Source: an optimization exercise on an open RTL-to-GDS flow (aim: small area). Production flows keep margins and buffers that such runs may drop. Only simulation tests tie the RTL to the original design; equivalence was not proved. Power figures rest on the tool's default switching activity, not on a simulated workload.

==> flow/design.v <==
module endian_flip #(
	parameter B = 8 
)(
	input logic  [8*B-1:0] d_i,
	output logic [8*B-1:0] d_o
);
genvar i;
generate
	for( i=0; i < B; i++) begin
		assign d_o[8*i+7:8*i] = d_i[8*(B-i-1)+7:8*(B-i-1)];
	end
endgenerate
endmodule
module pfx_carry #(
	parameter W = 8
)(
	input  [W-1:0] p,
	input  [W-1:0] g,
	input          ci,
	output [W-1:0] co
);
integer i, j;
reg [W-1:0] pp, gg;
always @(*) begin
	pp = p;
	gg = g;
	gg[0] = g[0] | (p[0] & ci);
	for (i = 1; i <= $clog2(W); i = i+1) begin
		for (j = 2**i - 1; j < W; j = j + 2**i) begin
			gg[j] = gg[j] | pp[j] & gg[j - 2**(i-1)];
			pp[j] = pp[j] & pp[j - 2**(i-1)];
		end
	end
	for (i = $clog2(W); i > 0; i = i-1) begin
		for (j = 2**i + 2**(i-1) - 1; j < W; j = j + 2**i) begin
			gg[j] = gg[j] | pp[j] & gg[j - 2**(i-1)];
			pp[j] = pp[j] & pp[j - 2**(i-1)];
		end
	end
end
assign co = gg;
endmodule
module add_bk #(
	parameter W = 8
)(
	input  [W-1:0] a,
	input  [W-1:0] b,
	input          ci,
	output [W-1:0] s,
	output         co,
	output         eq
);
wire [W-1:0] p, g, c;
assign eq = &p;
assign p = a ^ b;
assign g = a & b;
pfx_carry #(.W(W)) m_pfx(.p(p), .g(g), .ci(ci), .co(c));
assign s  = p ^ {c[W-2:0], ci};
assign co = c[W-1];
endmodule
module inc_bk #(
	parameter W = 8
)(
	input  [W-1:0] a,
	input          ci,
	output [W-1:0] s,
	output         co
);
wire [W-1:0] c;
pfx_carry #(.W(W)) m_pfx(.p(a), .g({W{1'b0}}), .ci(ci), .co(c));
assign s  = a ^ {c[W-2:0], ci};
assign co = c[W-1];
endmodule
module inc_blk #(
	parameter W = 8,
	parameter K = 8
)(
	input  [W-1:0] a,
	input          ci,
	output [W-1:0] s,
	output         co
);
localparam NB = (W+K-1)/K;
wire [NB:0] bc;
wire [W:0]  c;
assign bc[0] = ci;
genvar i, j;
generate
for (i = 0; i < NB; i = i+1) begin : g_blk
	localparam LO = i*K;
	localparam HI = (i*K+K > W) ? W : i*K+K;
	assign c[LO] = bc[i];
	for (j = LO+1; j < HI; j = j+1) begin : g_bt
		assign c[j] = c[j-1] & a[j-1];
	end
	assign bc[i+1] = bc[i] & (&a[HI-1:LO]);
end
endgenerate
assign s  = a ^ c[W-1:0];
assign co = bc[NB];
endmodule
module add_ci #(
	parameter W = 8,
	parameter K = 8
)(
	input  [W-1:0] a,
	input  [W-1:0] b,
	input          ci,
	output [W-1:0] s,
	output         co,
	output         eq,   
	output [(W+K-1)/K-1:0] bco  
);
localparam NB = (W+K-1)/K;
wire [W-1:0]  s0;
wire [W:0]    t;
wire [NB-1:0] bg, bp, bc;
genvar i, j;
generate
for (i = 0; i < NB; i = i+1) begin : g_blk
	localparam LO = i*K;
	localparam HI = (i*K+K > W) ? W : i*K+K;
	wire [HI-LO:0] cc;
	assign cc[0] = 1'b0;
	for (j = LO; j < HI; j = j+1) begin : g_bt
		assign s0[j]      = a[j] ^ b[j] ^ cc[j-LO];
		assign cc[j-LO+1] = a[j] & b[j] | cc[j-LO] & (a[j] ^ b[j]);
	end
	assign bg[i] = cc[HI-LO];
	assign bp[i] = &s0[HI-1:LO];
	assign t[LO] = (i == 0) ? ci : bc[i-1];
	for (j = LO; j < HI; j = j+1) begin : g_inc
		assign s[j]   = s0[j] ^ t[j];
		if (j+1 < HI) begin : g_t
			assign t[j+1] = s0[j] & t[j];
		end
	end
end
endgenerate
pfx_carry #(.W(NB)) m_pfx(.p(bp), .g(bg), .ci(ci), .co(bc));
assign co  = bc[NB-1];
assign eq  = &bp;
assign bco = bc;
endmodule
module header(
	input [63:0]    data_i,
	input           h0_v_i,  
	input           h1_v_i,  
	input           h2_v_i,  
	output logic        sid_p0_v_o, 
	output logic [15:0] sid_p0_o,
	output logic        sid_p1_v_o,	 
	output logic [63:0] sid_p1_o,
	output logic        seq_p0_v_o,
	output logic [15:0] seq_p0_o,
	output logic        seq_p1_v_o,
	output logic [47:0] seq_p1_o,
	output logic        msg_cnt_v_o,
	output logic [15:0] msg_cnt_o 
);
assign sid_p0_v_o = h1_v_i;
endian_flip #(.B(2)) m_ef_sid_p0( 
	.d_i(data_i[15:0]),
	.d_o(sid_p0_o)
);
assign sid_p1_v_o = h0_v_i;
endian_flip #(.B(8)) m_ef_sid_p1( 
	.d_i(data_i),
	.d_o(sid_p1_o)
);
assign seq_p0_v_o = h2_v_i;
endian_flip #(.B(2)) m_ef_seq_p0(
	.d_i(data_i[15:0]),
	.d_o(seq_p0_o)
);
assign seq_p1_v_o = h1_v_i;
endian_flip #(.B(6)) m_ef_seq_p1(
	.d_i(data_i[63:16]),
	.d_o(seq_p1_o)
);
assign msg_cnt_v_o = h2_v_i;
endian_flip #(.B(2)) m_ef_msg_cnt(
	.d_i(data_i[31:16]),
	.d_o(msg_cnt_o)
);
endmodule
module countdown #(
	parameter CNT_W = 14,  
	parameter CNT_B = 14'b10011100010000  
)(
	input clk,
	input nreset,
	input        start_v_i,  
	output logic finished_o
);
reg   [CNT_W-1:0] cnt_q;
logic [CNT_W-1:0] cnt_next;
logic             zero;
assign zero     = ~|cnt_q; 
logic [CNT_W-1:0] cnt_dec_n;
inc_blk #(.W(CNT_W),.K(7)) m_dec(.a(~cnt_q), .ci(1'b1), .s(cnt_dec_n), .co());
assign cnt_next = start_v_i ? CNT_B :
					zero ? '0 : ~cnt_dec_n;
always @(posedge clk)
begin
	if (~nreset ) begin
		cnt_q <= CNT_B;
	end else begin
		cnt_q <= cnt_next;
	end
end
assign finished_o = zero;
endmodule
module miss_msg_det #(
	parameter SEQ_NUM_W = 64,
	parameter SID_W     = 80,
	parameter ML_W      = 16,
	parameter SID_GAP_MAX_IDX = SEQ_NUM_W-1	
)(
	input clk,
	input nreset,
	input                 v_i,
	input [SID_W-1:0]     sid_i,
	input [SEQ_NUM_W-1:0] seq_num_i,
	input [SEQ_NUM_W-1:0] cur_seq_i,
	output [SEQ_NUM_W-1:0] cur_seq_inc_o,
	input [ML_W-1:0]      msg_cnt_i,
	input                 eos_i,  
	output logic                 miss_seq_num_v_o,
	output logic [SID_W-1:0]     miss_seq_num_sid_o,
	output logic [SEQ_NUM_W-1:0] miss_seq_num_start_o,	
	output logic [SEQ_NUM_W-1:0] miss_seq_num_cnt_o,
	output logic                 miss_sid_v_o,
	output logic [SID_W-1:0]     miss_sid_start_o,
	output logic [SEQ_NUM_W-1:0] miss_sid_seq_num_start_o,
	output logic [SID_W-1:0]     miss_sid_cnt_o,
	output logic [SEQ_NUM_W-1:0] miss_sid_seq_num_end_o
);
reg   [SID_W-1:0]     sid_q;
reg   [SEQ_NUM_W-1:0] seq_q;
localparam SID_K  = 7;
localparam SID_NB = (SID_W+SID_K-1)/SID_K;
logic [SID_W-1:0]  sid_gap;
logic              sid_ge;
logic              sid_match;
logic              sid_lt;
logic [SID_W-1:0]  sid_add;
logic [SID_NB-1:0] sid_bco;
add_ci #(.W(SID_W), .K(SID_K)) m_sid_sub(.a(sid_i), .b(~sid_q), .ci(1'b1), .s(sid_gap), .co(sid_ge),
	.eq(sid_match), .bco(sid_bco));
localparam HZ_W = SID_W - SID_GAP_MAX_IDX;
logic [HZ_W-1:0] hz_x, hz_y, hz_c;
logic            sid_hi_zero;
assign hz_x = sid_i[SID_W-1:SID_GAP_MAX_IDX];
assign hz_y = ~sid_q[SID_W-1:SID_GAP_MAX_IDX];
assign hz_c = { hz_x[HZ_W-2:0] | hz_y[HZ_W-2:0], sid_bco[SID_GAP_MAX_IDX/SID_K-1] };
assign sid_hi_zero = &( ~( hz_x ^ hz_y ^ hz_c ) );
assign sid_lt    = sid_ge & ~sid_match & sid_hi_zero;
inc_blk #(.W(SID_W)) m_sid_inc(.a(sid_q), .ci(1'b1), .s(sid_add), .co());
always @(posedge clk) begin
	if ( ~nreset ) begin
		sid_q <= {SID_W{1'b0}};
	end else if ( v_i & eos_i ) begin
		sid_q <= sid_add;
	end else if ( v_i & sid_lt ) begin
		sid_q <= sid_i;
	end
end
assign miss_sid_v_o     = sid_lt & v_i;
assign miss_sid_start_o = sid_q;
assign miss_sid_cnt_o   = sid_gap;
assign miss_sid_seq_num_start_o = seq_q;
assign miss_sid_seq_num_end_o   = seq_num_i;
logic [SEQ_NUM_W-1:0] seq_gap;
logic                 seq_ge;
logic                 seq_lt;
logic [SEQ_NUM_W-1:0] seq_base;
logic [SEQ_NUM_W-1:0] seq_next;
logic                 seq_lo_co;
logic                 seq_eq;
add_bk #(.W(SEQ_NUM_W)) m_seq_sub(.a(seq_num_i), .b(~seq_q), .ci(1'b1), .s(seq_gap), .co(seq_ge), .eq(seq_eq));
assign seq_lt   = seq_ge & ~seq_eq;
assign seq_base[SEQ_NUM_W-1:ML_W] = ( v_i & ~seq_lt ) ? seq_q[SEQ_NUM_W-1:ML_W] : cur_seq_i[SEQ_NUM_W-1:ML_W];
assign seq_base[ML_W-1:0] = ~v_i ? cur_seq_i[ML_W-1:0] :
                            seq_lt ? seq_num_i[ML_W-1:0] : seq_q[ML_W-1:0];
add_bk #(.W(ML_W)) m_seq_add_lo(.a(seq_base[ML_W-1:0]), .b(msg_cnt_i & {ML_W{v_i}}), .ci(1'b1),
	.s(seq_next[ML_W-1:0]), .co(seq_lo_co), .eq());
inc_bk #(.W(SEQ_NUM_W-ML_W)) m_seq_add_hi(.a(seq_base[SEQ_NUM_W-1:ML_W]), .ci(seq_lo_co),
	.s(seq_next[SEQ_NUM_W-1:ML_W]), .co());
always @(posedge clk) begin
	if ( ~nreset ) begin
		seq_q <= '0;
	end else if( v_i ) begin
		seq_q <= eos_i ? '0 : seq_next;
	end
end
assign cur_seq_inc_o = seq_next;
assign miss_seq_num_v_o     = seq_lt & v_i & sid_match;
assign miss_seq_num_sid_o   = sid_q;
assign miss_seq_num_start_o = seq_q;
assign miss_seq_num_cnt_o   = seq_gap;
endmodule
module dispatch #(
	parameter AXI_DATA_W = 64,
	parameter AXI_KEEP_W = (AXI_DATA_W/8),
	parameter KEEP_LW    = 3, 
	parameter LEN_W      = 16, 
	parameter OV_DATA_W  = 64-LEN_W, 
	parameter OV_KEEP_W  = (OV_DATA_W/8), 
	parameter OV_KEEP_LW = 3, 
	parameter HEADER_DATA_OFF = 6
)(
	input clk,
	input nreset,
	input                  valid_i,
	input [AXI_DATA_W-1:0] data_i,
	input [AXI_KEEP_W-1:0] keep_i,
	input                  init_v_i,
	input                  last_i,
	output                 msg_end_v_o,
	output                  valid_o,
	output                  start_o,
	output [AXI_DATA_W-1:0] data_o,
	output [KEEP_LW-1:0]    len_o,
	output                  ov_valid_o,
	output [OV_DATA_W-1:0]  ov_data_o,
	output [OV_KEEP_LW-1:0] ov_len_o
);
logic [7:0] b [0:7];
genvar s;
generate
for ( s = 0; s < 8; s++ ) begin : g_b
	assign b[s] = data_i[8*s+7:8*s];
end
endgenerate
logic fsm_invalid_next;
logic fsm_msg_next;
logic fsm_len_align_next;
logic fsm_len_split_next;
reg   fsm_invalid_q;
reg   fsm_msg_q;
reg   fsm_len_align_q;
reg   fsm_len_split_q;
logic [LEN_W-1:0] sel_msg_len_q;
logic [LEN_W-1:0] sel_msg_len_next;
logic [3:0]       l4;
logic             len_hi_zero;
logic             sel_msg_end;
logic             msg_len_split;
logic             msg_len_align;
logic             msg_len_align_end;
logic             msg_len_inner;
logic             pload_overlap_v;
assign l4                = sel_msg_len_q[3:0];
assign len_hi_zero       = ~|sel_msg_len_q[LEN_W-1:4];
assign sel_msg_end       = len_hi_zero & ( ~l4[3] | ~|l4[2:0] ) & ~init_v_i;
assign msg_len_split     = len_hi_zero & ( l4 == 4'd7 );
assign msg_len_align     = len_hi_zero & ( l4 == 4'd8 );
assign msg_len_align_end = l4 == 4'd6;
assign msg_len_inner     = ~l4[3] & ~msg_len_align_end;
assign pload_overlap_v   = valid_i & msg_len_inner & sel_msg_end & ~fsm_len_align_q & ~(msg_len_split|fsm_len_split_q);
logic [7:0] sh4 [0:7];
logic [6:0] l4_dec;
genvar m;
generate
for ( m = 0; m < 7; m++ ) begin : g_dec
	assign l4_dec[m] = l4[2:0] == m;
end
for ( s = 0; s < 8; s++ ) begin : g_sh
	logic [7:0] sh_or [0:7];
	assign sh_or[0] = {8{l4_dec[0]}} & b[s];
	for ( m = 1; m < 8; m++ ) begin : g_m
		if ( s + m < 8 && m < 7 && ( s < 2 || s + m < 8 ) ) begin : g_t
			assign sh_or[m] = sh_or[m-1] | {8{l4_dec[m]}} & b[s+m];
		end else begin : g_n
			assign sh_or[m] = sh_or[m-1];
		end
	end
	assign sh4[s] = sh_or[7];
end
endgenerate
logic             init_len_v;
logic [LEN_W-1:0] init_hdr_len;
logic [LEN_W-2:0] init_hdr_len_n;
logic [7:0]       init_len_split_half_q;
logic             c_align_end, c_overlap, c_align, c_split, c_cont;
logic [LEN_W-1:0] len_y;
logic [3:0]       len_k;
logic [3:0]       len_lo;
logic             len_lo_co;
logic [LEN_W-5:0] len_hi_n;
logic [LEN_W-1:0] len_sub;
assign init_len_v = valid_i & ( sel_msg_end | init_v_i | fsm_len_split_q );
inc_bk #(.W(LEN_W-1)) m_hdr_dec(.a(~{b[4], b[5][7:1]}), .ci(1'b1), .s(init_hdr_len_n), .co());
assign init_hdr_len = { ~init_hdr_len_n, b[5][0] };
logic c_field;
assign c_align_end = init_len_v & fsm_msg_q & msg_len_align_end;
assign c_overlap   = init_len_v & fsm_msg_q & pload_overlap_v;
assign c_align     = init_len_v & fsm_len_align_q;
assign c_split     = init_len_v & fsm_len_split_q;
assign c_cont      = ~init_len_v & ~sel_msg_end;
assign c_field     = c_align_end | c_overlap & |l4 | c_align;
assign len_y = {LEN_W{c_field}} & { sh4[0], sh4[1] }
             | {LEN_W{c_split}} & { init_len_split_half_q, b[0] }
             | {LEN_W{c_cont}} & sel_msg_len_q;
assign len_k = {4{c_align_end | c_overlap | c_align}} & ( 4'd6 - l4 )
             | {4{c_split}} & 4'd7
             | {4{c_cont}} & 4'd8;
add_bk #(.W(4)) m_len_lo(.a(len_y[3:0]), .b(~len_k), .ci(1'b1), .s(len_lo), .co(len_lo_co), .eq());
inc_bk #(.W(LEN_W-4)) m_len_hi(.a(~len_y[LEN_W-1:4]), .ci(~len_lo_co), .s(len_hi_n), .co());
assign len_sub = { ~len_hi_n, len_lo };
assign sel_msg_len_next = ( {LEN_W{init_len_v & init_v_i}} & init_hdr_len ) | len_sub;
always @(posedge clk) begin
	if ( ~nreset ) begin
		sel_msg_len_q <= '0;
	end else begin
		sel_msg_len_q <= sel_msg_len_next;
	end
end
always @(posedge clk) begin
	init_len_split_half_q <= b[7];
end
logic [KEEP_LW-1:0] sel_data_len_start;
logic [KEEP_LW-1:0] sel_data_len;
assign sel_data_len_start = {KEEP_LW{fsm_len_split_q}} & 'd7
					      | {KEEP_LW{fsm_len_align_q}} & 'd6
					      | {KEEP_LW{fsm_msg_q}} & AXI_KEEP_W
					      | {KEEP_LW{valid_i & init_v_i}} & 'd2;  
assign sel_data_len = ( fsm_msg_q & sel_msg_end) ? sel_msg_len_q[KEEP_LW-1:0] : sel_data_len_start;
logic init_sel;
logic [7:0] d [0:7];
assign init_sel = valid_i & init_v_i;
logic d_hdr, d_split, d_align, d_msg;
assign d_hdr   = init_sel & ~fsm_len_split_q;
assign d_split = ~init_sel & fsm_len_split_q;
assign d_align = ~init_sel & ~fsm_len_split_q & fsm_len_align_q;
assign d_msg   = ~init_sel & ~fsm_len_split_q & ~fsm_len_align_q;
assign d[0] = {8{d_hdr}} & b[6] | {8{d_split}} & b[1] | {8{d_align}} & b[2] | {8{d_msg}} & b[0];
assign d[1] = {8{d_hdr}} & b[7] | {8{d_split}} & b[2] | {8{d_align}} & b[3] | {8{d_msg}} & b[1];
generate
for ( s = 2; s < 6; s++ ) begin : g_d
	assign d[s] = {8{d_split}} & b[s+1] | {8{d_align}} & b[s+2] | {8{d_msg}} & b[s];
end
endgenerate
assign d[6] = {8{d_split}} & b[7] | {8{d_msg}} & b[6];
assign d[7] = {8{~init_sel}} & b[7];
logic sel_valid;
logic ov_valid;
assign sel_valid = ( ~fsm_invalid_q | init_v_i ) & valid_i; 
assign ov_valid = ~fsm_invalid_q & pload_overlap_v & valid_i & ~last_i;
logic sel_data_start;
reg   msg_len_align_end_q;
logic msg_len_align_end_next;
assign msg_len_align_end_next = msg_len_align_end & sel_msg_end & fsm_msg_q;
always @(posedge clk) begin
	msg_len_align_end_q	 <= msg_len_align_end_next;
end
assign sel_data_start = (fsm_len_split_q | fsm_len_align_q | msg_len_align_end_q | init_v_i) & ~last_i;
assign valid_o    = sel_valid;
assign ov_valid_o = ov_valid;
assign start_o    = sel_data_start;
assign data_o     = { d[7], d[6], d[5], d[4], d[3], d[2], d[1], d[0] };
assign ov_data_o  = { sh4[7], sh4[6], sh4[5], sh4[4], sh4[3], sh4[2] };
assign len_o      = sel_data_len;
assign ov_len_o   = 3'd6 - l4[2:0];
assign msg_end_v_o = ( sel_msg_end & ~(fsm_len_split_q|fsm_len_align_q) ) & valid_i;
assign fsm_invalid_next = fsm_invalid_q & ~(valid_i& init_v_i) 
						| valid_i & last_i;
assign fsm_msg_next = (( valid_i & init_v_i )  
				    | fsm_len_align_q 
					| fsm_len_split_q
					| fsm_msg_q & ~( fsm_len_split_next | fsm_len_align_next | last_i)
					) & ~( valid_i & last_i );
assign fsm_len_align_next = fsm_msg_q & sel_msg_end & msg_len_align; 
assign fsm_len_split_next = fsm_msg_q & sel_msg_end & msg_len_split; 
always @(posedge clk) begin
	if ( ~nreset ) begin
		fsm_invalid_q   <= 1'b1;
		fsm_msg_q       <= 1'b0;
		fsm_len_align_q <= 1'b0;
		fsm_len_split_q <= 1'b0;
	end else begin
		fsm_invalid_q   <= fsm_invalid_next;
		fsm_msg_q       <= fsm_msg_next;
		fsm_len_align_q <= fsm_len_align_next;
		fsm_len_split_q <= fsm_len_split_next;
	end
end
endmodule
module moldudp64 #(
	parameter AXI_DATA_W  = 64,
	parameter AXI_KEEP_W  = 8,
	parameter SID_W       = 80,
	parameter SEQ_NUM_W   = 64,
	parameter ML_W        = 16,  
	parameter EOS_MSG_CNT = {ML_W{1'b1}}, 
	parameter OV_DATA_W  = 64-ML_W, 
	parameter OV_KEEP_W  = (OV_DATA_W/8), 
	parameter OV_KEEP_LW = 3  
)(
	input clk,
	input nreset,
	input                  udp_axis_tvalid_i,
	input [AXI_KEEP_W-1:0] udp_axis_tkeep_i,
	input [AXI_DATA_W-1:0] udp_axis_tdata_i,
	input                  udp_axis_tlast_i,
	input                  udp_axis_tuser_i,
	output                 udp_axis_tready_o,
	output logic                 miss_seq_num_v_o,
	output logic [SID_W-1:0]     miss_seq_num_sid_o,
	output logic [SEQ_NUM_W-1:0] miss_seq_num_start_o,	
	output logic [SEQ_NUM_W-1:0] miss_seq_num_cnt_o,
	output logic                 miss_sid_v_o,
	output logic [SID_W-1:0]     miss_sid_start_o,
	output logic [SEQ_NUM_W-1:0] miss_sid_seq_num_start_o,
	output logic [SID_W-1:0]     miss_sid_cnt_o,
	output logic [SEQ_NUM_W-1:0] miss_sid_seq_num_end_o,	
	output logic            flatlined_v_o,
	output [SID_W-1:0]      mold_msg_sid_o,
	output [SEQ_NUM_W-1:0]  mold_msg_seq_num_o,
	output                   mold_msg_v_o,
	output                   mold_msg_start_o,  
	output [AXI_KEEP_LW-1:0] mold_msg_len_o,
	output [AXI_DATA_W-1:0]  mold_msg_data_o, 
	output                   mold_msg_ov_v_o,
	output [OV_KEEP_LW-1:0]  mold_msg_ov_len_o,
	output [OV_DATA_W-1:0]   mold_msg_ov_data_o
);
localparam AXI_MSG_L   = $clog2( AXI_DATA_W / 8 );
localparam AXI_KEEP_LW = $clog2( AXI_KEEP_W ) + 1;
localparam DFF_DATA_W  = AXI_DATA_W - 8;  
localparam DFF_DATA_LW = $clog2( DFF_DATA_W );  
localparam DATA_DIF_W  = AXI_DATA_W - DFF_DATA_W;  
reg   [SID_W-1:0]     sid_q;
logic [SID_W-1:0]     sid_next;
reg   [SEQ_NUM_W-1:0] seq;
reg   [SEQ_NUM_W-1:0] seq_q;
logic [SEQ_NUM_W-1:0] seq_next;
logic [SEQ_NUM_W-1:0] seq_add;
logic                 seq_add_overflow;
logic                 seq_msb_en;
logic                 seq_lsb_en;
logic                 seq_en;
logic        init_sid_p0_v; 
logic [15:0] init_sid_p0;
logic        init_sid_p1_v;
logic [63:0] init_sid_p1;
logic        init_seq_num_p0_v;
logic [15:0] init_seq_num_p0;
logic        init_seq_num_p1_v;
logic [47:0] init_seq_num_p1;
logic            msg_end_v;
logic            pkt_end_v;
reg   [ML_W-1:0] msg_cnt_q;
logic [ML_W-1:0] msg_cnt_next;
logic            msg_cnt_dec_v;
logic [ML_W-1:0] msg_cnt_dec;
logic            init_msg_cnt_v;
logic [ML_W-1:0] init_msg_cnt;
logic            init_eos; 
logic            cnt_en;
logic            cnt_end;
logic            cnt_end_next;
reg   fsm_invalid_q;
logic fsm_invalid_next;
logic h0_v;
reg   fsm_h1_q;
reg   fsm_h2_q;
logic fsm_h1_next;
logic fsm_h2_next;
reg   fsm_msg_q;
logic fsm_msg_next;
header m_header(
	.data_i(udp_axis_tdata_i),
	.h0_v_i(h0_v),
	.h1_v_i(fsm_h1_q),
	.h2_v_i(fsm_h2_q),
	.sid_p0_v_o(init_sid_p0_v), 
	.sid_p0_o  (init_sid_p0),
	.sid_p1_v_o(init_sid_p1_v),
	.sid_p1_o  (init_sid_p1),
	.seq_p0_v_o(init_seq_num_p0_v),
	.seq_p0_o  (init_seq_num_p0),
	.seq_p1_v_o(init_seq_num_p1_v),
	.seq_p1_o  (init_seq_num_p1),
	.msg_cnt_v_o(init_msg_cnt_v),
	.msg_cnt_o  (init_msg_cnt)
);
always @(posedge clk) begin
	if( init_sid_p0_v )
		sid_q[15:0] <= init_sid_p0;
	if( init_sid_p1_v ) 
		sid_q[79:16] <= init_sid_p1;
end
assign seq_next[15:0]  = init_seq_num_p0_v ? init_seq_num_p0 : seq_add[15:0];
assign seq_next[63:16] = init_seq_num_p1_v ? init_seq_num_p1 : seq_add[63:16];
assign seq = { seq_q[63:16] , init_seq_num_p0_v? init_seq_num_p0 : seq_q[15:0] }; 
assign seq_en     = msg_end_v;
assign seq_msb_en = seq_en | init_seq_num_p1_v;
assign seq_lsb_en = seq_en | init_seq_num_p0_v;
always @(posedge clk) begin
	if( seq_lsb_en )
		seq_q[15:0] <= seq_next[15:0];
	if( seq_msb_en ) 
		seq_q[63:16] <= seq_next[63:16];
end
logic [ML_W-1:0] msg_cnt_dec_n;
inc_blk #(.W(ML_W)) m_msg_cnt_dec(.a(~msg_cnt_q), .ci(1'b1), .s(msg_cnt_dec_n), .co());
assign msg_cnt_dec   = ~msg_cnt_dec_n;
assign msg_cnt_dec_v = msg_end_v & ~cnt_end;
assign msg_cnt_next = init_msg_cnt_v ? init_msg_cnt :
					  msg_cnt_dec_v  ? msg_cnt_dec : msg_cnt_q;
assign cnt_end_next = ~|msg_cnt_next;
assign cnt_end = ~|msg_cnt_q;
assign cnt_en = init_msg_cnt_v | msg_end_v;
always @(posedge clk) begin
	if ( ~nreset ) begin
		msg_cnt_q <= '0;
	end else if ( cnt_en ) begin
		msg_cnt_q <= msg_cnt_next;	
	end
end
assign init_eos = init_msg_cnt == EOS_MSG_CNT;
miss_msg_det #(
	.SEQ_NUM_W(SEQ_NUM_W),
	.SID_W(SID_W),
	.ML_W(ML_W)
) m_miss_det(
	.clk(clk),
	.nreset(nreset),
	.v_i      (fsm_h2_q                      ),
	.sid_i    (sid_q                         ),
	.seq_num_i({seq_q[63:16], init_seq_num_p0}),
	.cur_seq_i(seq_q                         ),
	.cur_seq_inc_o(seq_add                   ),
	.msg_cnt_i(init_msg_cnt                  ),
	.eos_i    (init_eos                      ),  
	.miss_seq_num_v_o    (miss_seq_num_v_o    ),
	.miss_seq_num_sid_o  (miss_seq_num_sid_o  ),
	.miss_seq_num_start_o(miss_seq_num_start_o),	
	.miss_seq_num_cnt_o  (miss_seq_num_cnt_o  ),
	.miss_sid_v_o            (miss_sid_v_o            ),
	.miss_sid_start_o        (miss_sid_start_o        ),
	.miss_sid_seq_num_start_o(miss_sid_seq_num_start_o),
	.miss_sid_cnt_o          (miss_sid_cnt_o          ),
	.miss_sid_seq_num_end_o  (miss_sid_seq_num_end_o  )
);
	countdown #() m_cntdwn(
		.clk(clk),
		.nreset(nreset),
		.start_v_i (h0_v     ),
		.finished_o(flatlined_v_o)
	);
dispatch #(
	.AXI_DATA_W(AXI_DATA_W),
	.AXI_KEEP_W(AXI_KEEP_W),
	.KEEP_LW(AXI_KEEP_LW),
	.LEN_W(ML_W),
	.OV_DATA_W(OV_DATA_W), 
	.OV_KEEP_W(OV_KEEP_W),
	.OV_KEEP_LW(OV_KEEP_LW),
	.HEADER_DATA_OFF(6)
) m_mold_data_dispatch(
	.clk(clk),
	.nreset(nreset),
	.valid_i(udp_axis_tvalid_i),
	.data_i(udp_axis_tdata_i),
	.keep_i(udp_axis_tkeep_i),
	.init_v_i(fsm_h2_q),
	.last_i(udp_axis_tlast_i),
	.msg_end_v_o(msg_end_v),
	.valid_o(mold_msg_v_o),
	.start_o(mold_msg_start_o),
	.data_o(mold_msg_data_o),
	.len_o(mold_msg_len_o),
	.ov_valid_o(mold_msg_ov_v_o),
	.ov_data_o (mold_msg_ov_data_o),
	.ov_len_o  (mold_msg_ov_len_o)
);
logic tlast_q;
always @(posedge clk) begin
	if ( ~nreset ) begin
		tlast_q <= 1'b0;
	end else begin
		tlast_q <= udp_axis_tlast_i;
	end
end
assign fsm_invalid_next = udp_axis_tvalid_i
						& ( udp_axis_tlast_i | ( cnt_end & ~(h0_v | fsm_h1_q | fsm_h2_q) ))
						| ( fsm_invalid_q & ~udp_axis_tvalid_i);
assign h0_v            = udp_axis_tvalid_i & ( fsm_invalid_q | tlast_q ) ;
assign fsm_h1_next  = h0_v;
assign fsm_h2_next  = fsm_h1_q & udp_axis_tvalid_i;
assign fsm_msg_next = fsm_h2_q 
                    | fsm_msg_q & ~(cnt_end | udp_axis_tlast_i); 
always @(posedge clk) begin
	if ( ~nreset ) begin
		fsm_invalid_q <= 1'b1;
		fsm_h1_q      <= 1'b0;
		fsm_h2_q      <= 1'b0;
		fsm_msg_q     <= 1'b0;
	end else begin
		fsm_invalid_q <=fsm_invalid_next;
		fsm_h1_q      <=fsm_h1_next;
		fsm_h2_q      <=fsm_h2_next;
		fsm_msg_q     <=fsm_msg_next;
	end
end
assign udp_axis_tready_o  = 1'b1;  
assign mold_msg_sid_o     = sid_q;
assign mold_msg_seq_num_o = seq;
endmodule
==> flow/flow/run.sh <==
#!/bin/bash
set -euo pipefail
export BUFFER_PORTS_ARGS="-buffer_cell sky130_fd_sc_hd__buf_1"
bash standard.sh > standard.log 2>&1
==> flow/standard.sh <==
#!/bin/bash
# synth_recipe.tcl (not shown) runs the flow's synth.tcl, then flattens the netlist and writes it again
# the make line also repeats each setting of config.mk as NAME=value (left out here)
make -C /OpenROAD-flow-scripts/flow DESIGN_CONFIG=/design/flow/config.mk WORK_HOME=/design/flow/orfs CLKGATE_MAP_FILE= SYNTH_SCRIPT=/design/flow/synth_recipe.tcl "${@:-finish}"
==> flow/config.mk <==
export PLATFORM = sky130hd
export DESIGN_NAME = moldudp64
export DESIGN_NICKNAME = moldudp64
export VERILOG_FILES = /design/flow/design.v
export SDC_FILE = /design/flow/constraint.sdc
export NUM_CORES = 4
export LEC_CHECK = 0
export ABC_AREA = 1
export CAP_MARGIN = 20
export CORE_MARGIN = 2
export CORE_UTILIZATION = 40
export CTS_BUF_LIST = sky130_fd_sc_hd__clkbuf_8
export CTS_CLUSTER_DIAMETER = 60
export CTS_CLUSTER_SIZE = 16
export SLEW_MARGIN = 20
==> flow/constraint.sdc <==
create_clock -name core_clock -period 8.0 [get_ports {clk}]
set_input_delay 1.6000 -clock core_clock [delete_from_list [all_inputs] [get_ports {clk}]]
set_output_delay 1.6000 -clock core_clock [all_outputs]
set_load 0.01 [all_outputs]
==> results of run 1 <==
## placed cells by master, fill, tap and decap left out, types with 7 or more instances in the layout
master,n
o21ai_1,21
edfxtp_1,144
nand3_1,66
clkbuf_8,47
a221oi_1,9
o211ai_1,9
o41ai_1,7
o21ai_0,239
fa_2,18
fa_1,92
o22ai_1,81
nor3_1,27
inv_8,7
a21o_1,13
ha_1,321
xnor2_1,55
nor2_1,279
buf_4,116
o2111ai_1,19
dfxtp_1,198
a22oi_1,7
xor2_1,39
a21oi_1,146
inv_2,12
o221ai_1,75
clkinv_1,24
inv_1,469
nand4_1,42
nand2_2,19
nand2_1,840
inv_6,7
o21a_1,12
a31o_2,8
buf_1,828
nor4_1,29
## registers in the layout, summed over array words and instances (netlist names), 8 cells and up, named ones only
name,cells
m_cntdwn.cnt_q,14
m_mold_data_dispatch.sel_msg_len_q,16
m_miss_det.sid_q,80
m_miss_det.seq_q,64
m_mold_data_dispatch.init_len_split_half_q,8
seq_q,64
msg_cnt_q,16
sid_q,80
## worst register-to-register path, delay by kind of cell (launching register included)
kind	cells	cell delay, ns
buffers and inverters	5	0.92
AO/OA/AOI/OAI	3	0.62
adder cells (fa/ha/maj)	8	2.97
flip-flops	1	0.43
AND/OR/NAND/NOR	14	1.96
## per-layer routing
metal  global-route usage, %  vias to the layer above  wire length, um
met2                    56.0                     1784            63300
met4                    15.6                        8             6830
li1                        -                    13500                -
met1                    45.0                    14400            55400
met3                    7.93                      346            14100
met5                       0                        -               58
## power breakdown
part           switching [mW]  leakage (nW)  internal (mW)
sequential              0.211          3.05           2.10
combinational            1.83          10.9          0.953
clock                   0.873         0.492          0.631
## stage by stage
stage | hold WS [ns] | TNS [ns] | std cells | util [%] | total power [mW]
6_report | 0.413 | 0 | 5400 | 45.8 | 6.60
5_1_grt | 0.432 | -0.168 | 5396 | 45.8 | 7.01
4_1_cts | 0.418 | 0 | 5378 | 45.4 | 6.58
3_5_place_dp | 0.406 | -0.411 | 5291 | 44.0 | 5.07
3_3_place_gp | 0.401 | 0 | 5291 | 44.0 | 5.03
2_1_floorplan | 0.393 | 0 | 3816 | - | 4.14
## worst paths after layout
path | endpoint | slack (ns) | depth (start not counted)
max | miss_sid_cnt_o[76] | 0.15 | 26
min | m_cntdwn.cnt_q[0]$_SDFF_PP0_ | 0.41 | 1
max reg2reg | m_miss_det.sid_q[71]$_SDFFE_PN0P_ | 1.00 | 30
min reg2reg | m_cntdwn.cnt_q[0]$_SDFF_PP0_ | 0.41 | 1
## cell type report
class / count / area share, %
diodes: 5 / 0.0373
clock buffers: 47 / 1.93
clock inverters: 32 / 0.910
inverters: 505 / 5.66
multi-input cells: 2552 / 50.6
flip-flops and latches: 351 / 25.3
well taps: 959 / 3.58
repair buffers: 949 / 12.0
## timing repair
item | CTS | global route
pin swaps | 7 | 18
setup endpoints to repair | 11 | 15
buffers inserted | 8 | 17
resized for setup | 20 | 56
## kinds of logic after synthesis
| group | Yosys count | synth area share (%) |
|---|---|---|
| AO/OA/AOI/OAI | 676 | 13.9 |
| XOR/XNOR | 94 | 2.77 |
| adder cells (fa/ha/maj) | 438 | 21.2 |
| buffers and inverters | 913 | 15.1 |
| flip-flops | 351 | 28.5 |
| other | 1 | 0.0126 |
| AND/OR/NAND/NOR | 1343 | 18.5 |
==> run_results.csv, run 1 <==
group,metric,value,unit
run_status,status,"no timing/DRC/antenna violations",
yosys,syn-num-nets,4331,
yosys,yosys.area.top_type_share,14.6,%
worst_setup_path,cp.required,6.40,ns
worst_setup_path,cp_top_family,"adder cells",
place,place_congestion,0.978,
yosys,yosysMostFrequentCell,"nand2_1",
drt,drc,0,
global_routing,track_usage,35.0,%
floorplanning,num_rows,99,
global_routing,antenna_found_initial,11,
worst_setup_path,cp.arrival,6.25,ns
global_routing,grt_pass1_wl,197,mm
pwr,ir_worst_vdd,0.000106,V
yosys,synth_commonest_cells,"nand2_1, inv_1, ha_1",
hold_path,min_from,"m_cntdwn.cnt_q[0]$_SDFF_PP0_",
timing,period_needed,7.85,ns
floorplanning,dieWidth,276,um
floorplanning,core_area,0.0732,mm2
place,dp_hpwl,107,mm
worst_setup_path,crit_path_start,"sid_q[14]$_DFFE_PP_",
cts,numCtsBuffers,43,
timing,worst_pin_slew,1.15,ns
worst_setup_path,reg2reg_from,"sid_q[14]$_DFFE_PP_",
yosys,synth_top_area_cell,"edfxtp_1",
timing,rsz0062_at_grt,"yes",
global_routing,grt_max_degree,84,
yosys,ys_types,60,
layout,fillers,7595,
layout,drive_gt1_share,7.10,%
yosys,syn-mean-instance-area,7.78,um2
timing,fin_crit_sh,98.1,%
yosys,synth_edf_count,144,
pwr,p_per_area,197,mW/mm2
yosys,yosys_warnings,22,
cts,path_clk_slew,0.10,ns
drt,antenna_left,0,
drt,first_pass_iters,6,
floorplanning,initial_core_util,40.6,%
floorplanning,dieArea,0.0764,mm2
yosys,ys_async_sr_fraction,0,%
yosys,ys_top_cells_by_area,"edfxtp_1, dfxtp_1, ha_1, nand2_1, fa_1",
timing,setup_ws,0.151,ns
flow_run,cap_violations,0,
cts,clk_latency,0.67,ns
layout,multi_input_area,0.0170,mm2
layout,syn_to_final_growth,13.0,%
timing,slew_headroom,23.1,%
timing,finClkSkew,0.0386,ns
timing,setup_viol_count_final,0,
pwr,p_leak,14.4,nW
floorplanning,die_h,276,um
cts,clock_sinks,351,
hold_path,hold_path_class,"flip-flop to flip-flop",
yosys,synth_ff_type,"dfxtp_1",
worst_setup_path,cp-end-kind,"output pin",
layout,stdcell_area,0.0336,mm2
timing,max_freq,0.127,GHz
cts,cts_buffer_depth,3,
layout,nets,4917,
worst_setup_path,max_stage_delay,0.51,ns
cts,postCtsHoldBufs,0,
timing,hold_viol,0,
worst_setup_path,critPathMaxFanout,3,
place,dp_slack,-0.0943,ns
cts,htreeDepth,2,
worst_setup_path,cp.buffers_inverters,5,
layout,regArea,0.00849,mm2
yosys,ys_seq_area_share,28.5,%
global_routing,grt-ovfl-total,0,
worst_setup_path,slowest_stage,"fa_2",
drt,drt-total-wl,140,mm
worst_setup_path,critPathKind,"flip-flop to output pin",
drt,wl_per_cell,25.9,um
cts,cts_root_buf,"clkbuf_8",
drt,vias,30100,
drt,vias_per_cell,5.57,
worst_setup_path,cp_common_cell,"fa_1",
yosys,ys_ff_latch,351,
global_routing,grt_pass1_vias,27600,
place,place_area,0.0322,mm2
drt,drt_iter0_drc,3220,
timing,drv_slew,0,
cts,cts_tree,"done",
yosys,syn_area,0.0297,mm2
floorplanning,io_pins,843,
worst_setup_path,start_kind,"flip-flop",
yosys,synthCells,3816,
place,port_buffers,832,
==> run 2, diff against run 1 <==
==> flow/flow/run.sh (replaced) <==
#!/bin/bash
set -euo pipefail
export BUFFER_PORTS_ARGS="-buffer_cell sky130_fd_sc_hd__buf_1"
export RECOVER_POWER=100
bash standard.sh > standard.log 2>&1
--- a/flow/config.mk
+++ b/flow/config.mk
@@ -6,10 +6,10 @@
 export NUM_CORES = 4
 export LEC_CHECK = 0
 export ABC_AREA = 1
-export CAP_MARGIN = 20
+export CAP_MARGIN = 0
 export CORE_MARGIN = 2
 export CORE_UTILIZATION = 40
 export CTS_BUF_LIST = sky130_fd_sc_hd__clkbuf_8
 export CTS_CLUSTER_DIAMETER = 60
 export CTS_CLUSTER_SIZE = 16
-export SLEW_MARGIN = 20
+export SLEW_MARGIN = 0
==> run 2 against run 1 <==
The layout now fails its checks (max-capacitance violations, max-slew violations). Non-clock buffer count unchanged. Design area decreased by 0.60%. Sequential share of layout area increased by 0.14 points. Fmax decreased by 0.17%. Clock skew decreased by 0.0056 ns. Register-to-register slack got worse by 0.02 ns. Cell count about the same. First-iteration DRC count increased by 4.8%. Largest cell class unchanged. Highest routed layer unchanged.
==> run_results.csv, run 2 <==
group,metric,value,unit
run_status,status,"complete, but fails checks",
run_status,so_faults,"max-capacitance violations, max-slew violations",
cts,clk_latency,0.66,ns
timing,worst_pin_slew,4.14,ns
layout,nets,4917,
worst_setup_path,start_kind,"flip-flop",
floorplanning,initial_core_util,40.6,%
yosys,syn_area,0.0297,mm2
floorplanning,io_pins,843,
drt,antenna_left,0,
layout,final_cell_mix,"nand2_1, buf_1, inv_1",
cts,cts_tree,"done",
yosys,yosysMostFrequentCell,"nand2_1",
yosys,ys_async_sr_fraction,0,%
floorplanning,dieArea,0.0764,mm2
worst_setup_path,reg2reg_from,"sid_q[14]$_DFFE_PP_",
pwr,power.switching,2.91,mW
global_routing,grt_pass1_wl,197,mm
cts,clock_sinks,351,
yosys,synth_fa_ha_area_share,21.2,%
hold_path,min_from,"m_cntdwn.cnt_q[0]$_SDFF_PP0_",
yosys,ys_top_cells_by_area,"edfxtp_1, dfxtp_1, ha_1, nand2_1, fa_1",
global_routing,grt-ovfl-total,0,
layout,finalNonFillerCells,5401,
drt,drt_iter0_drc,3373,
pwr,p_per_area,197,mW/mm2
worst_setup_path,cp.arrival,6.26,ns
layout,fillers,7648,
yosys,syn-num-nets,4331,
timing,hold_viol,0,
drt,drt-total-wl,140,mm
cts,cts_root_buf,"clkbuf_8",
timing,setup_viol_count_final,0,
timing,tns,0,ns
timing,slew_headroom,-176,%
yosys,ys_types,60,
hold_path,hold_path_class,"flip-flop to flip-flop",
worst_setup_path,cp-end-kind,"output pin",
timing,drv_slew,218,
yosys,yosys.area.top_type_share,14.6,%
global_routing,grt_pass1_vias,27600,
place,place_area,0.0322,mm2
timing,period_needed,7.86,ns
yosys,synth_edf_count,144,
yosys,yosys_warnings,22,
flow_run,cap_violations,4,
pwr,ir_worst_vdd,0.000105,V
floorplanning,dieWidth,276,um
yosys,synth_top_area_cell,"edfxtp_1",
yosys,synth_top_family_by_area,"adder cells",
pwr,internal-power,3.68,mW
cts,cts_buffer_depth,3,
yosys,ys_seq_area_share,28.5,%
global_routing,antenna_found_initial,12,
global_routing,track_usage,35.0,%
layout,stdcell_area,0.0334,mm2
pwr,seqPwrFrac,35.1,%
yosys,synth_compound_area_share,13.9,%
layout,reg_top3,"m_miss_det.sid_q: 80 flops, sid_q: 80 flops",
worst_setup_path,r2r_setup_slack,0.98,ns
layout,drive_gt1_share,5.79,%
worst_setup_path,r2r_end,"m_miss_det.sid_q[71]$_SDFFE_PN0P_",
drt,first_pass_iters,7,
place,port_buffers,832,
floorplanning,core_area,0.0732,mm2
place,dp_cells,5291,
yosys,synth_commonest_cells,"nand2_1, inv_1, ha_1",
hold_path,whs_endpoint,"m_cntdwn.cnt_q[0]$_SDFF_PP0_",
place,place_congestion,0.978,
timing,max_freq,0.127,GHz
worst_setup_path,critPathMaxFanout,3,
pwr,clkPwrFrac,22.8,%
worst_setup_path,critPathKind,"flip-flop to output pin",
worst_setup_path,ff2ff_path_depth,30,
yosys,ys_ff_latch,351,
cts,numCtsBuffers,43,
yosys,syn-mean-instance-area,7.78,um2
drt,wl_per_cell,25.9,um
cts,postCtsHoldBufs,0,
yosys,synth.mux.area_fraction,0,%
yosys,yosys.area_share.simple,18.5,%
layout,syn_to_final_growth,12.4,%
drt,vias,30100,
pwr,switching_share,44.1,%
pwr,p_leak,14.2,nW
yosys,synthCells,3816,
yosys,synth_ff_type,"dfxtp_1",
floorplanning,num_rows,99,
drt,drc,0,
floorplanning,die_h,276,um
place,dp_hpwl,107,mm
timing,rsz0062_at_grt,"yes",
timing,fin_crit_sh,98.3,%
layout,final_common_cell,"nand2_1",
cts,path_clk_slew,0.10,ns
cts,htreeDepth,2,
drt,vias_per_cell,5.57,
yosys,synth_xor_area_share,2.77,%
pwr,combPwrFrac,42.1,%
hold_path,hold_path_depth,1,
worst_setup_path,cp.required,6.40,ns
global_routing,grt_max_degree,84,
timing,finClkSkew,0.0330,ns
-- run 2: cell counts after synthesis --
No cell type changed its count.
-- run 2: cell type report --
type / instances / area, um2 / area share [%]
Clock inverter: 32 / 305 / 0.915
Tap cell: 959 / 1200 / 3.60
Multi-Input combinational cell: 2552 / 17000 / 50.9
Antenna cell: 6 / 15.0 / 0.0450
Inverter: 505 / 1900 / 5.69
Clock buffer: 47 / 647 / 1.94
Sequential cell: 351 / 8490 / 25.4
Timing Repair Buffer: 949 / 3830 / 11.5
-- run 2: per-layer routing --
layer  share of wire, %  routed length (um)  global-route usage (%)
met5              0.029                  41                       0
met1                 40               56100                    45.0
met4                4.8                6690                    15.6
met3                9.5               13300                    7.93
met2                 45               63500                    56.0
-- run 2: how the worst max path moves through the flow --
stage                                                 from                   to  slack (ns)  depth (start not counted)
after global routing                   sid_q[49]$_DFFE_PP_         miss_sid_v_o       -0.07                         27
after global placement                 udp_axis_tdata_i[8]  seq_q[59]$_DFFE_PP_        0.06                         44
final                                  sid_q[14]$_DFFE_PP_   miss_sid_cnt_o[76]        0.14                         26
after CTS                               sid_q[0]$_DFFE_PP_   miss_sid_cnt_o[76]       0.006                         30
after detailed placement               udp_axis_tdata_i[8]  seq_q[59]$_DFFE_PP_       -0.09                         44
after floorplan           m_miss_det.sid_q[7]$_SDFFE_PN0P_         miss_sid_v_o        0.86                         33
-- run 2: critical path: stages (launching register included) --
cell	delay, ns
edfxtp_1	0.42
ha_1	0.21
fa_1	0.38
fa_1	0.41
fa_1	0.42
fa_2	0.37
fa_1	0.38
inv_1	0.09
fa_2	0.51
nor4_4	0.24
nand2_2	0.12
nand2_4	0.11
nand2_4	0.07
nand2_4	0.09
inv_2	0.04
o21ai_4	0.19
buf_6	0.12
buf_4	0.12
a21o_1	0.13
ha_2	0.16
ha_1	0.13
ha_1	0.14
ha_2	0.18
ha_4	0.12
ha_2	0.16
xnor2_1	0.11
buf_2	0.16
-- run 2: kinds of logic (layout without fill, tap and decap cells) --
kind of cell / after synthesis / after routing
compound gates: 676 / 676
xor+xnor: 94 / 94
fa+ha+maj: 438 / 438
buf+inv: 913 / 1533
flops: 351 / 351
other cells: 1 / 7
simple gates: 1343 / 1343
-- run 2: stage by stage --
| step | hold slack (ns) | utilization, % | power, mW | setup WS (ns) |
|---|---|---|---|---|
| final | 0.413 | 45.6 | 6.59 | 0.138 |
| after global routing | 0.432 | 45.6 | 7.01 | -0.0657 |
| after CTS | 0.418 | 45.4 | 6.58 | 0.00609 |
| after detailed placement | 0.406 | 44.0 | 5.07 | -0.0943 |
| after global placement | 0.401 | 44.0 | 5.03 | 0.0622 |
| after floorplan | 0.393 | - | 4.14 | 0.858 |
-- run 2: power by group through the flow --
stage / logic, mW / clock network [mW] / registers [mW]
CTS: 2.74 / 1.53 / 2.31
detailed placement: 2.72 / 0 / 2.35
finish: 2.77 / 1.50 / 2.32
floorplan: 1.87 / 0 / 2.28
global route: 3.07 / 1.60 / 2.33
global placement: 2.68 / 0 / 2.35
-- run 2: what timing repair did --
item                                   CTS  global route
pin swaps                                7            18
buffers inserted                         8            17
resized for setup                       20            56
endpoints found under the hold margin    0             0
setup endpoints to repair               11            15
==> run 3, diff against run 2 <==
--- a/flow/design.v
+++ b/flow/design.v
@@ -256,13 +256,16 @@
 assign hz_c = { hz_x[HZ_W-2:0] | hz_y[HZ_W-2:0], sid_bco[SID_GAP_MAX_IDX/SID_K-1] };
 assign sid_hi_zero = &( ~( hz_x ^ hz_y ^ hz_c ) );
 assign sid_lt    = sid_ge & ~sid_match & sid_hi_zero;
-inc_blk #(.W(SID_W)) m_sid_inc(.a(sid_q), .ci(1'b1), .s(sid_add), .co());
+reg eos_pend_q;
+always @(posedge clk) begin
+	eos_pend_q <= nreset & v_i & eos_i;
+end
 always @(posedge clk) begin
 	if ( ~nreset ) begin
 		sid_q <= {SID_W{1'b0}};
-	end else if ( v_i & eos_i ) begin
+	end else if ( eos_pend_q ) begin
 		sid_q <= sid_add;
-	end else if ( v_i & sid_lt ) begin
+	end else if ( v_i & ~eos_i & sid_lt ) begin
 		sid_q <= sid_i;
 	end
 end
@@ -280,13 +283,18 @@
 logic                 seq_eq;
 add_bk #(.W(SEQ_NUM_W)) m_seq_sub(.a(seq_num_i), .b(~seq_q), .ci(1'b1), .s(seq_gap), .co(seq_ge), .eq(seq_eq));
 assign seq_lt   = seq_ge & ~seq_eq;
-assign seq_base[SEQ_NUM_W-1:ML_W] = ( v_i & ~seq_lt ) ? seq_q[SEQ_NUM_W-1:ML_W] : cur_seq_i[SEQ_NUM_W-1:ML_W];
-assign seq_base[ML_W-1:0] = ~v_i ? cur_seq_i[ML_W-1:0] :
+assign seq_base[SEQ_NUM_W-1:ML_W] = eos_pend_q ? sid_q[SEQ_NUM_W-1:ML_W] :
+                                    ( v_i & ~seq_lt ) ? seq_q[SEQ_NUM_W-1:ML_W] : cur_seq_i[SEQ_NUM_W-1:ML_W];
+assign seq_base[ML_W-1:0] = eos_pend_q ? sid_q[ML_W-1:0] :
+                            ~v_i ? cur_seq_i[ML_W-1:0] :
                             seq_lt ? seq_num_i[ML_W-1:0] : seq_q[ML_W-1:0];
 add_bk #(.W(ML_W)) m_seq_add_lo(.a(seq_base[ML_W-1:0]), .b(msg_cnt_i & {ML_W{v_i}}), .ci(1'b1),
 	.s(seq_next[ML_W-1:0]), .co(seq_lo_co), .eq());
 inc_bk #(.W(SEQ_NUM_W-ML_W)) m_seq_add_hi(.a(seq_base[SEQ_NUM_W-1:ML_W]), .ci(seq_lo_co),
 	.s(seq_next[SEQ_NUM_W-1:ML_W]), .co());
+inc_blk #(.W(SID_W-SEQ_NUM_W)) m_sid_inc_hi(.a(sid_q[SID_W-1:SEQ_NUM_W]), .ci(&sid_q[SEQ_NUM_W-1:0]),
+	.s(sid_add[SID_W-1:SEQ_NUM_W]), .co());
+assign sid_add[SEQ_NUM_W-1:0] = seq_next;
 always @(posedge clk) begin
 	if ( ~nreset ) begin
 		seq_q <= '0;
==> flow/flow/run.sh (replaced) <==
#!/bin/bash
set -euo pipefail
export BUFFER_PORTS_ARGS="-buffer_cell sky130_fd_sc_hd__buf_1"
bash standard.sh > standard.log 2>&1
--- a/flow/config.mk
+++ b/flow/config.mk
@@ -6,10 +6,10 @@
 export NUM_CORES = 4
 export LEC_CHECK = 0
 export ABC_AREA = 1
-export CAP_MARGIN = 0
+export CAP_MARGIN = 20
 export CORE_MARGIN = 2
 export CORE_UTILIZATION = 40
 export CTS_BUF_LIST = sky130_fd_sc_hd__clkbuf_8
 export CTS_CLUSTER_DIAMETER = 60
 export CTS_CLUSTER_SIZE = 16
-export SLEW_MARGIN = 0
+export SLEW_MARGIN = 20
==> run 3 against run 2 <==
The run now finishes clean. Cell count shrank 1.2%. Combinational power up 6%. Die area decreased by 1.4%. Clock-buffer cell count shrank 4. Clock skew increased by 0.037 ns. Design area increased by 0.38%. First-iteration DRC count up 9.2%. Register-to-register slack got worse by 0.31 ns. Highest routed layer unchanged.
==> run_results.csv, run 3 <==
group,metric,value,unit
run_status,status,"no timing/DRC/antenna violations",
drt,vias,30200,
cts,cts_tree,"done",
yosys,yosysMostFrequentCell,"nand2_1",
global_routing,antenna_found_initial,15,
layout,multi_input_area,0.0165,mm2
flow_run,cap_violations,0,
yosys,ys_async_sr_fraction,0,%
cts,postCtsHoldBufs,0,
timing,period_needed,7.87,ns
cts,path_clk_slew,0.09,ns
yosys,ys_types,55,
worst_setup_path,cp-end-kind,"output pin",
cts,cts_buffer_depth,3,
floorplanning,core_area,0.0727,mm2
yosys,ys_ff_latch,352,
timing,setup_viol_count_final,0,
yosys,yosys_warnings,22,
yosys,ys_top_cells_by_area,"edfxtp_1, dfxtp_1, ha_1, nand2_1, fa_1",
yosys,synthCells,3751,
timing,worst_pin_slew,1.05,ns
layout,fillers,7583,
place,dp_hpwl,107,mm
timing,finClkSkew,0.0698,ns
floorplanning,die_h,274,um
layout,reg_top3,"m_miss_det.sid_q: 80 flops, sid_q: 80 flops",
floorplanning,num_rows,99,
yosys,synth_edf_count,144,
layout,nets,4803,
yosys,syn-num-nets,4211,
yosys,syn-mean-instance-area,7.80,um2
timing,max_freq,0.127,GHz
cts,cts_root_buf,"clkbuf_8",
floorplanning,dieArea,0.0753,mm2
floorplanning,initial_core_util,40.2,%
drt,drc,0,
pwr,power.total,6.80,mW
drt,antenna_left,0,
layout,fin_util,46.1,%
global_routing,track_usage,35.5,%
global_routing,grt-ovfl-total,0,
pwr,p_per_area,203,mW/mm2
worst_setup_path,start_kind,"flip-flop",
drt,vias_per_cell,5.66,
global_routing,grt_pass1_wl,193,mm
global_routing,grt_pass1_vias,27500,
place,dp_slack,-0.179,ns
cts,clk_latency,0.66,ns
place,place_congestion,0.999,
layout,final_common_cell,"buf_1",
yosys,ys_seq_area_share,29.0,%
cts,clock_sinks,352,
timing,drv_slew,0,
layout,syn_to_final_growth,14.5,%
global_routing,grt_max_degree,74,
drt,drt_iter0_drc,3684,
timing,slew_headroom,29.4,%
floorplanning,dieWidth,274,um
hold_path,hold_path_class,"flip-flop to flip-flop",
timing,hold_viol,0,
drt,drt-total-wl,140,mm
cts,numCtsBuffers,42,
yosys,synth_commonest_cells,"nand2_1, inv_1, o21ai_0",
cts,htreeDepth,2,
layout,regArea,0.00851,mm2
layout,stdcell_area,0.0335,mm2
yosys,yosys.area.top_type_share,14.8,%
layout,drive_gt1_share,8.26,%
drt,first_pass_iters,7,
layout,final_cell_mix,"buf_1, nand2_1, inv_1",
floorplanning,io_pins,843,
worst_setup_path,critPathKind,"flip-flop to output pin",
yosys,synth_top_area_cell,"edfxtp_1",
timing,setup_ws,0.133,ns
yosys,synth_ff_type,"dfxtp_1",
pwr,p_leak,13.8,nW
worst_setup_path,cp.required,6.40,ns
place,place_area,0.0320,mm2
timing,whs,0.412,ns
drt,wl_per_cell,26.2,um
worst_setup_path,critPathMaxFanout,3,
yosys,syn_area,0.0293,mm2
place,port_buffers,832,
pwr,ir_worst_vdd,0.000140,V
worst_setup_path,cp.arrival,6.27,ns
timing,fin_crit_sh,98.3,%
-- run 3: worst paths after layout --
kind / from / end / slack, ns / depth (start not counted)
hold / removal: m_cntdwn.cnt_q[0]$_SDFF_PP0_ / m_cntdwn.cnt_q[0]$_SDFF_PP0_ / 0.41 / 1
setup reg to reg: m_miss_det.seq_q[37]$_SDFFE_PN0P_ / m_miss_det.sid_q[42]$_SDFFE_PN0P_ / 0.67 / 40
hold reg to reg: m_cntdwn.cnt_q[0]$_SDFF_PP0_ / m_cntdwn.cnt_q[0]$_SDFF_PP0_ / 0.41 / 1
setup / recovery: sid_q[35]$_DFFE_PP_ / miss_sid_cnt_o[76] / 0.13 / 22
-- run 3: final cells by class --
| class | instances | area share [%] |
|---|---|---|
| multi-input combinational | 2443 | 49.4 |
| tap | 959 | 3.58 |
| clock inverter | 30 | 1.13 |
| clock buffer | 43 | 1.77 |
| timing repair buffer | 974 | 12.7 |
| antenna | 7 | 0.0523 |
| inverter | 530 | 5.97 |
| sequential | 352 | 25.4 |
-- run 3: cell families (layout without fill, tap and decap cells) --
group           Yosys count  after routing  share of synthesized area, %
compound gates          784            784                          16.0
buf+inv                 956           1577                          15.8
flops                   352            352                          29.0
other cells               1              8                        0.0128
xor+xnor                 90             90                          2.69
fa+ha+maj               383            383                          19.2
simple gates           1185           1185                          17.2
-- run 3: metrics by stage --
step,TNS (ns),cells
2_1_floorplan,0,3751
3_3_place_gp,-0.166,5245
3_5_place_dp,-3.39,5246
4_1_cts,0,5326
5_1_grt,-0.234,5332
6_report,0,5338
-- run 3: timing repair --
item,4_1_cts,5_1_grt
gates resized for setup,31,71
endpoints found under the setup margin,25,15
setup buffers,7,5
pin swaps,8,24
-- run 3: worst max-delay path, cell delays in order, from the launching register on --
cell      delay, ns
edfxtp_1       0.46
ha_1           0.24
fa_1           0.40
fa_2           0.37
fa_1           0.41
fa_2           0.37
fa_1           0.36
inv_1          0.08
fa_2           0.48
or4_4          0.59
o21ai_2        0.21
a21oi_1        0.14
nand2_4        0.13
buf_6          0.13
a21o_1         0.15
ha_2           0.20
ha_4           0.13
ha_4           0.13
ha_4           0.12
ha_4           0.12
ha_4           0.12
xnor2_2        0.12
buf_2          0.16
-- run 3: power breakdown --
group / total [mW] / switching, mW / internal [mW]
clock network: 1.55 / 0.820 / 0.731
registers: 2.32 / 0.209 / 2.11
logic: 2.93 / 1.91 / 1.02
total: 6.80 / 2.94 / 3.86
-- run 3: metal layers --
layer	up-vias	routed length (um)	GRT usage [%]
li1	13500	-	-
met1	14400	55400	46.4
met2	1919	61900	54.9
met3	414	15100	8.19
met4	6	7720	17.5
met5	-	44	0
==> run 4, diff against run 3 <==
--- a/flow/config.mk
+++ b/flow/config.mk
@@ -9,7 +9,7 @@
 export CAP_MARGIN = 20
 export CORE_MARGIN = 2
 export CORE_UTILIZATION = 40
-export CTS_BUF_LIST = sky130_fd_sc_hd__clkbuf_8
-export CTS_CLUSTER_DIAMETER = 60
-export CTS_CLUSTER_SIZE = 16
+export CTS_BUF_LIST = sky130_fd_sc_hd__clkbuf_16
+export CTS_CLUSTER_DIAMETER = 80
+export CTS_CLUSTER_SIZE = 30
 export SLEW_MARGIN = 20
==> run 4 against run 3 <==
Register-to-register slack worse by 0.09 ns. Design area down 0.68%. Via count down 0.17%. Die area unchanged. Area after synthesis unchanged. Clock-buffer cell count down 14. Power up 0.16%. Clock skew down 0.036 ns. Sequential share of layout area up 0.20 points. Critical path depth unchanged. Hold slack better by 0.0012 ns. Clock power up 3%. Critical path type unchanged.
==> run_results.csv, run 4 <==
group,metric,value,unit
run_status,status,"no timing/DRC/antenna violations",
timing,finClkSkew,0.0337,ns
yosys,synth_commonest_cells,"nand2_1, inv_1, o21ai_0",
yosys,ys_async_sr_fraction,0,%
floorplanning,io_pins,843,
yosys,yosys_warnings,22,
yosys,synthCells,3751,
pwr,p_per_area,205,mW/mm2
yosys,syn-num-nets,4211,
cts,clock_sinks,352,
worst_setup_path,cp_common_cell,"ha_1",
global_routing,grt_pass1_vias,27400,
layout,drive_gt1_share,7.46,%
floorplanning,initial_core_util,40.2,%
yosys,ys_types,55,
timing,worst_pin_slew,1.07,ns
yosys,syn-mean-instance-area,7.80,um2
global_routing,track_usage,35.3,%
global_routing,grt_max_degree,74,
worst_setup_path,max_stage_delay,0.58,ns
floorplanning,num_rows,99,
yosys,synth_ff_type,"dfxtp_1",
cts,cts_tree,"done",
yosys,synth_edf_count,144,
yosys,yosysMostFrequentCell,"nand2_1",
timing,rsz0062_at_grt,"yes",
layout,final_cell_mix,"buf_1, nand2_1, inv_1",
layout,fin_util,45.7,%
drt,vias_per_cell,5.68,
yosys,yosys.area.top_type_share,14.8,%
timing,max_freq,0.127,GHz
timing,slew_headroom,28.4,%
layout,fillers,7591,
floorplanning,dieArea,0.0753,mm2
pwr,ir_worst_vdd,0.000154,V
worst_setup_path,cp.arrival,6.26,ns
global_routing,grt-ovfl-total,0,
global_routing,antenna_found_initial,13,
cts,htreeDepth,1,
hold_path,min_from,"m_cntdwn.cnt_q[0]$_SDFF_PP0_",
drt,vias,30200,
cts,cts_root_buf,"clkbuf_16",
drt,wl_per_cell,26.3,um
timing,setup_viol_count_final,0,
drt,drt_iter0_drc,3660,
yosys,synth_top_area_cell,"edfxtp_1",
floorplanning,core_area,0.0727,mm2
cts,postCtsHoldBufs,0,
yosys,ys_seq_area_share,29.0,%
yosys,syn_area,0.0293,mm2
timing,fin_crit_sh,98.3,%
worst_setup_path,critPathKind,"flip-flop to output pin",
cts,numCtsBuffers,29,
worst_setup_path,reg2reg_from,"m_miss_det.seq_q[37]$_SDFFE_PN0P_",
hold_path,hold_path_class,"flip-flop to flip-flop",
place,dp_hpwl,107,mm
place,port_buffers,832,
floorplanning,die_h,274,um
flow_run,cap_violations,0,
layout,nets,4791,
cts,clk_latency,0.62,ns
worst_setup_path,crit_path_start,"sid_q[35]$_DFFE_PP_",
worst_setup_path,slowest_stage,"or4_4",
pwr,power.total,6.81,mW
timing,hold_viol,0,
floorplanning,dieWidth,274,um
yosys,ys_top_cells_by_area,"edfxtp_1, dfxtp_1, ha_1, nand2_1, fa_1",
cts,cts_buffer_depth,3,
drt,drt-total-wl,140,mm
yosys,ys_ff_latch,352,
drt,first_pass_iters,6,
worst_setup_path,critPathMaxFanout,3,
timing,period_needed,7.86,ns
drt,drc,0,
layout,final_common_cell,"buf_1",
global_routing,grt_pass1_wl,193,mm
place,place_congestion,0.999,
layout,syn_to_final_growth,13.7,%
worst_setup_path,cp-end-kind,"output pin",
timing,drv_slew,0,
layout,reg_top3,"m_miss_det.sid_q: 80 flops, sid_q: 80 flops",
drt,antenna_left,0,
worst_setup_path,r2r_setup_slack,0.58,ns
pwr,p_leak,13.8,nW
worst_setup_path,start_kind,"flip-flop",
worst_setup_path,cp.required,6.40,ns
worst_setup_path,crit_chain,"ha_2 -> fa_1 -> fa_2 -> fa_1 -> fa_2 -> fa_1 -> inv_1 -> fa_2 -> or4_4 -> o21ai_2 -> a21oi_1 -> nand2_2 -> buf_6 -> a21o_1 -> ha_1 -> ha_1 -> ha_1 -> ha_1 -> ha_1 -> ha_2 -> xnor2_2 -> buf_2",
cts,path_clk_slew,0.09,ns
[run 4: path summary, 6_finish.rpt]
path,endpoint,cells past startpoint
worst max register to register,m_miss_det.sid_q[34]$_SDFFE_PN0P_,39
worst min-delay path,m_cntdwn.cnt_q[0]$_SDFF_PP0_,1
worst min register to register,m_cntdwn.cnt_q[0]$_SDFF_PP0_,1
worst max-delay path,miss_sid_cnt_o[76],22
[run 4: routing by layer]
metal  routed length [um]  vias to the layer above  GRT usage (%)
met5                   40                        -              0
met4                 7830                        6           16.9
met3                15200                      395           8.26
met2                61300                     2015           54.5
met1                55200                    14300           46.5
li1                     -                    13400              -
[run 4: report_power, final]
group	switching, mW	internal (mW)	total, mW
Combinational	1.90	1.00	2.90
Sequential	0.209	2.11	2.32
Clock	0.866	0.726	1.59
[run 4: worst max-delay path: cells and delay by family, from the launching register on]
| kind | cells | cell delay [ns] |
|---|---|---|
| compound gates | 3 | 0.42 |
| xor+xnor | 1 | 0.13 |
| fa+ha+maj | 13 | 3.52 |
| buf+inv | 3 | 0.38 |
| flops | 1 | 0.46 |
| simple gates | 2 | 0.73 |
[run 4: cells by family after synthesis]
kind of cell	Yosys count	share of synthesized area, %
buffers and inverters	956	15.8
DFF	352	29.0
adders and majority gates	383	19.2
AOI/OAI and AO/OA	784	16.0
other	1	0.0128
xor gates and xnor gates	90	2.69
and+or+nand+nor	1185	17.2
[run 4: timing repair]
| action | in CTS | in global routing |
|---|---|---|
| buffers inserted | 5 | 8 |
| setup endpoints to repair | 21 | 15 |
| resized for setup | 29 | 24 |
| pin swaps | 7 | 12 |
[run 4: layout make-up]
class                           instances  area, um2  share of cell area [%]
Antenna cell                            2       5.00                  0.0150
Clock buffer                           29        726                    2.18
Clock inverter                         25        285                   0.858
Inverter                              530       2000                    6.01
Multi-Input combinational cell       2443      16300                    49.0
Sequential cell                       352       8510                    25.6
Tap cell                              959       1200                    3.61
Timing Repair Buffer                  975       4250                    12.8
[run 4: through the flow]
stage	setup TNS [ns]	setup slack (ns)	hold slack, ns	instances	cell area, um2
4_1_cts	0	0.000355	0.416	5305	33100
3_5_place_dp	-3.39	-0.179	0.405	5246	32000
6_report	0	0.137	0.413	5315	33300
3_3_place_gp	-0.166	-0.0429	0.402	5245	32000
5_1_grt	-0.0529	-0.0529	0.454	5313	33300
2_1_floorplan	0	0.563	0.393	3751	29300

==> re-timing with driven ports <==
No port has a modelled driver above. Below, the same layouts with a new extraction and two added sets of constraints. Step 1 (the two cells are an assumption about what drives the block):
set clk [get_ports {clk}]
set_driving_cell -lib_cell sky130_fd_sc_hd__clkbuf_16 $clk
set_driving_cell -lib_cell sky130_fd_sc_hd__buf_2 [delete_from_list [all_inputs] $clk]
Step 2 also shifts input and output timing later by t, the mid clock arrival at the registers, as if the neighbouring blocks saw the same clock. Three values: ideal, step 1, step 2; two values: the first two.
run | shift t [ns] | slack for setup (ns) | slew at the worst register clock pin (ns) | worst slew at a driven data input, ns
run 1 | 0.706 | 0.151 / 0.092 / -0.228 | 0.10 / 0.10 | 0.13
run 2 | 0.707 | 0.138 / 0.079 / -0.273 | 0.10 / 0.10 | 0.13
run 3 | 0.684 | 0.133 / 0.070 / -0.153 | 0.11 / 0.11 | 0.06
run 4 | 0.673 | 0.137 / 0.070 / -0.233 | 0.10 / 0.10 | 0.06
The setup slack of run 2, which loses most, moves by -0.059 ns with the drivers and by -0.411 ns with both steps.
